From an optimization exercise on the open Yosys and OpenROAD flow, aimed at small area and a short achievable clock period; shortcuts taken in it are not production practice. Function was checked by simulation only, so behaviour that the tests miss may differ from the original. Power figures rest on the tool's default switching activity, not on a simulated workload.

Setup of build 49:
==> flow/design.v <==
module pwm_ch (
	input  logic        clk_i,
	input  logic        rst_ni,
	input  logic [1:0]  ctrl_i,    
	input  logic [31:0] div_i,
	input  logic        div_v_i,
	input  logic [31:0] per_i,
	input  logic        per_v_i,
	input  logic [31:0] dc_i,
	input  logic        dc_v_i,
	output logic        pts_o,
	output logic        pts_d_o,   
	output logic        oe_o
);
	logic [31:0] c1;
	logic        ph;
	logic [31:0] pc;
	function automatic lt32;
		input [31:0] a;
		input [31:0] b;
		reg [31:0] l, e;
		integer i, s;
		begin
			l = ~a & b;
			e = ~(a ^ b);
			for (s = 1; s < 32; s = s * 2)
				for (i = 0; i < 32; i = i + 2 * s) begin
					l[i] = l[i + s] | (e[i + s] & l[i]);
					e[i] = e[i + s] & e[i];
				end
			lt32 = l[0];
		end
	endfunction
	function automatic [31:0] pre32;
		input [31:0] a;
		reg [31:0] p;
		integer i, s;
		begin
			p = {a[30:0], 1'b1};
			for (s = 1; s < 32; s = s * 2)
				for (i = 0; i < 32; i = i + 1)
					if ((i / s) % 2 == 1)
						p[i] = p[i] & p[(i / s) * s - 1];
			pre32 = p;
		end
	endfunction
	wire en    = ctrl_i[1];
	wire match = div_v_i ? (c1 == div_i) : (c1 == 32'd0);
	wire tick  = en & match & ~ph;
	wire wrap  = ~per_v_i | ~lt32(pc, per_i);
	wire below = dc_v_i & lt32(pc, dc_i);
	wire load  = tick & ctrl_i[0];
	wire [31:0] c1_inc = c1 ^ pre32(c1);
	wire [31:0] pc_inc = pc ^ pre32(pc);
	assign pts_d_o = load ? below : pts_o;
	always_ff @(posedge clk_i or negedge rst_ni)
		if (!rst_ni) begin
			c1    <= 32'd1;
			ph    <= 1'b0;
			pc    <= 32'd0;
			pts_o <= 1'b0;
			oe_o  <= 1'b0;
		end else begin
			if (en)
				c1 <= match ? 32'd1 : c1_inc;
			ph    <= ph ^ (en & match);
			if (load)
				pc <= wrap ? 32'd0 : pc_inc;
			pts_o <= pts_d_o;
			oe_o  <= oe_o | load;
		end
endmodule
module	apb_pwm #(parameter DATA_WIDTH = 32,
                        ADDR_WIDTH = 8)(
	input   logic                   PCLK_i,
	input   logic                   PRST_ni,
	input   logic                   PWRITE_i,
	input   logic [ADDR_WIDTH -1:0] PADDR_i,
	input   logic [DATA_WIDTH -1:0] PWDATA_i,
	input   logic                   PSEL_i,PENABLE_i,
	output  logic [DATA_WIDTH -1:0] PRDATA_o,
	output  logic                   o_pwm_1,
	output  logic                   o_pwm_2,
	output  logic                   oe_pwm1,
	output  logic                   oe_pwm2,
	output  logic                   PSLVERR_o,PREADY_o
);
	wire       hit = (PADDR_i[7:5] == 3'd0) && (PADDR_i[1:0] == 2'd0);
	wire [2:0] idx = PADDR_i[4:2];
	wire       wr  = PSEL_i & PENABLE_i & PWRITE_i & hit;
	wire       rs  = PSEL_i & ~PENABLE_i & ~PWRITE_i & hit;
	wire [7:0] we = {8{wr}} & (8'd1 << idx);
	logic [2:0] ctrl_1, ctrl_2;
	always_ff @(posedge PCLK_i or negedge PRST_ni)
		if (!PRST_ni) begin
			ctrl_1 <= 3'd0;
			ctrl_2 <= 3'd0;
		end else begin
			if (we[0]) ctrl_1 <= PWDATA_i[2:0];
			if (we[4]) ctrl_2 <= PWDATA_i[2:0];
		end
	logic [31:0] div_1, per_1, dc_1, div_2, per_2, dc_2;
	logic [7:0]  v;    
	always_ff @(posedge PCLK_i)
		begin
			if (we[1]) div_1 <= PWDATA_i;
			if (we[2]) per_1 <= PWDATA_i;
			if (we[3]) dc_1  <= PWDATA_i;
			if (we[5]) div_2 <= PWDATA_i;
			if (we[6]) per_2 <= PWDATA_i;
			if (we[7]) dc_2  <= PWDATA_i;
		end
	always_ff @(posedge PCLK_i or negedge PRST_ni)
		if (!PRST_ni)
			v <= 8'd0;
		else
			v <= v | {we[7:5], 1'b0, we[3:1], 1'b0};
	logic [31:0] rdata_d;
	always_comb begin
		rdata_d = 32'd0;
		if (rs)
			case (idx)
				3'd0: rdata_d = {29'd0, ctrl_1};
				3'd1: rdata_d = v[1] ? div_1 : 32'd0;
				3'd2: rdata_d = v[2] ? per_1 : 32'd0;
				3'd3: rdata_d = v[3] ? dc_1  : 32'd0;
				3'd4: rdata_d = {29'd0, ctrl_2};
				3'd5: rdata_d = v[5] ? div_2 : 32'd0;
				3'd6: rdata_d = v[6] ? per_2 : 32'd0;
				3'd7: rdata_d = v[7] ? dc_2  : 32'd0;
			endcase
	end
	always_ff @(posedge PCLK_i or negedge PRST_ni)
		if (!PRST_ni)
			PRDATA_o <= 32'd0;
		else
			PRDATA_o <= rdata_d;
	logic pts_1, pts_2, pts_d_1, pts_d_2;
	pwm_ch ch1 (.clk_i(PCLK_i), .rst_ni(PRST_ni), .ctrl_i(ctrl_1[1:0]),
		.div_i(div_1), .div_v_i(v[1]), .per_i(per_1), .per_v_i(v[2]),
		.dc_i(dc_1), .dc_v_i(v[3]), .pts_o(pts_1), .pts_d_o(pts_d_1), .oe_o(oe_pwm1));
	pwm_ch ch2 (.clk_i(PCLK_i), .rst_ni(PRST_ni), .ctrl_i(ctrl_2[1:0]),
		.div_i(div_2), .div_v_i(v[5]), .per_i(per_2), .per_v_i(v[6]),
		.dc_i(dc_2), .dc_v_i(v[7]), .pts_o(pts_2), .pts_d_o(pts_d_2), .oe_o(oe_pwm2));
	wire gate_d_1 = we[0] ? PWDATA_i[2] : ctrl_1[2];
	wire gate_d_2 = we[4] ? PWDATA_i[2] : ctrl_2[2];
	always_ff @(posedge PCLK_i or negedge PRST_ni)
		if (!PRST_ni) begin
			o_pwm_1 <= 1'b0;
			o_pwm_2 <= 1'b0;
		end else begin
			o_pwm_1 <= gate_d_1 & pts_d_1;
			o_pwm_2 <= gate_d_2 & pts_d_2;
		end
	assign PSLVERR_o = 1'b0;
	assign PREADY_o  = 1'b1;
endmodule
Settings: LEC_CHECK=0, CAP_MARGIN=20, CORE_MARGIN=2, CORE_UTILIZATION=50, CTS_BUF_LIST=sky130_fd_sc_hd__clkbuf_16, CTS_CLUSTER_DIAMETER=80, CTS_CLUSTER_SIZE=24, SETUP_SLACK_MARGIN=2.6, SLEW_MARGIN=20, TNS_END_PERCENT=0; clock period 5.0 ns.
standard.sh (not shown) runs the stock make flow with config.mk's settings and CLKGATE_MAP_FILE= SYNTH_SCRIPT=/design/flow/synth_recipe.tcl, a recipe that flattens the netlist after the stock synthesis.
==> flow/flow/run.sh <==
#!/bin/bash
# The standard layout (standard.sh) with these changes:
#  - synthesis keeps adders as plain logic for ABC (no adder-cell extraction)
#    and, when flow/abc.script exists, maps with that ABC script instead of
#    ORFS's; registers and their names are those of the standard synthesis
#  - ports get buf_1 buffers (sized later by repair) instead of delay cells
# make's full output goes to standard.log; ORFS's own logs are in orfs/logs.
set -euo pipefail
W=$PWD
args=(ADDER_MAP_FILE= "BUFFER_PORTS_ARGS=-buffer_cell sky130_fd_sc_hd__buf_1" "SYNTH_SCRIPT=$W/flow/my_synth.tcl")
if [[ -f flow/abc.script ]]; then args+=("MY_ABC_SCRIPT=$W/flow/abc.script"); fi
if [[ -f flow/extra.vars ]]; then while read -r l; do [[ -n "$l" ]] && args+=("$l"); done < flow/extra.vars; fi
bash standard.sh "${args[@]}" finish > standard.log 2>&1
==> flow/flow/my_synth.tcl <==
proc synth {args} { yosys synth -nofsm -noshare {*}$args }
proc abc {args} {
  set i [lsearch -exact $args -script]
  if {$i >= 0 && [info exists ::env(MY_ABC_SCRIPT)] && $::env(MY_ABC_SCRIPT) ne ""} {
    lset args [expr {$i + 1}] $::env(MY_ABC_SCRIPT)
  }
  yosys abc {*}$args
}
source $::env(SCRIPTS_DIR)/synth.tcl
# left out here: clear keep_hierarchy, flatten, clean up, hide names made inside functions, write 1_2_yosys.v
Input-level comparison between build 56 and build 49:
- TNS_END_PERCENT removed (was 0)
- SETUP_SLACK_MARGIN changed from 2.6 to 2.8
==> flow/flow/abc.script (new file) <==
strash
dch -f
map
topo
stime -c
Notes after the runs:
Build 56 vs build 49 — adder and majority gate portion of the synthesized area dropped 1.8 points.
Run comparison: build 56 topmost layer with routed signal wires met5; build 49 topmost layer with routed signal wires met4
Between build 56 and build 49, it is build 56 whose via count is higher, by 4307.
Number of clock buffers inserted by TritonCTS of build 56 exceeds that of build 49 by a few percent.
On post-placement cell area: between build 56 and build 49, it ends up higher for build 56.
Sort build 56 and build 49 by netlist area before placement desc -> top: build 56
Taking build 49 as the reference, in build 56 total power down about 4%, required time of the critical path down 40 ps, met1 global-route usage went up by 4.7 points.
For the synthesized cell count, build 56 came in 23% higher than build 49 did.
Cmp build 56 vs build 49: initial standard-cell utilization of the core higher in build 56
After detailed routing, build 49 needs less wire than build 56.
Relative to build 56, the following input files were edited for build 43:
- setting TNS_END_PERCENT to 20 for the first time
- changing SETUP_SLACK_MARGIN from 2.8 to 2.6
- Build 56 has lower required time of the worst setup path than build 43.
- Re count of clock-buffer cells in the layout: build 56 was higher than build 43.
- Setup fix buffers added after clock tree synthesis ended up 39 lower on build 43 than on build 56.
- Build 43 -> build 56: clock insertion delay at the later pin of the skew report flat
- Build 43 gives less combinational fraction of design power than build 56 did.
- Routed wire in build 43 totals less than in build 56.
- Total chip power for build 43 is higher than for build 56.
- Between build 56 and build 43, the number of standard cells in the final layout excluding fillers is lower for build 43.
- Sort build 56 and build 43 by fraction of final layout cells sized beyond drive strength 1, ascending, and build 43 comes first.
- On build 43: areal power density over the cells is about 8% higher than what build 56 gave.
- Between build 56 and build 43, the switching power share of the total is higher for build 56.

afterwards: timing with drivers on the ports:
The flow's constraints put no driver on any port. The routed layouts listed below were extracted and timed again, unchanged, in two steps. Step 1 assumes that a clkbuf_16 drives the clock port and a buf_2 every other input. Step 2, shift: input delay + t, output delay - t, t = (earliest + latest rising clock arrival at the registers) / 2. This alone moves slack from input paths to output paths. a / b / c = ideal / step 1 / step 2; a / b = the first two.
run	t (ns)	setup slack, ns	latest minus earliest clock arrival (ns)	pins driven straight from the clock port
build 49	0.613	2.302 / 2.302 / 1.859	0.032 / 0.033	1
build 56	0.627	2.571 / 2.571 / 2.228	0.033 / 0.033	1
build 43	0.637	2.581 / 2.581 / 2.007	0.040 / 0.039	1
After both steps every run listed still meets setup and hold. For build 43, which loses most, drivers alone change the setup slack by 0.000 ns; drivers and shift together by -0.574 ns.
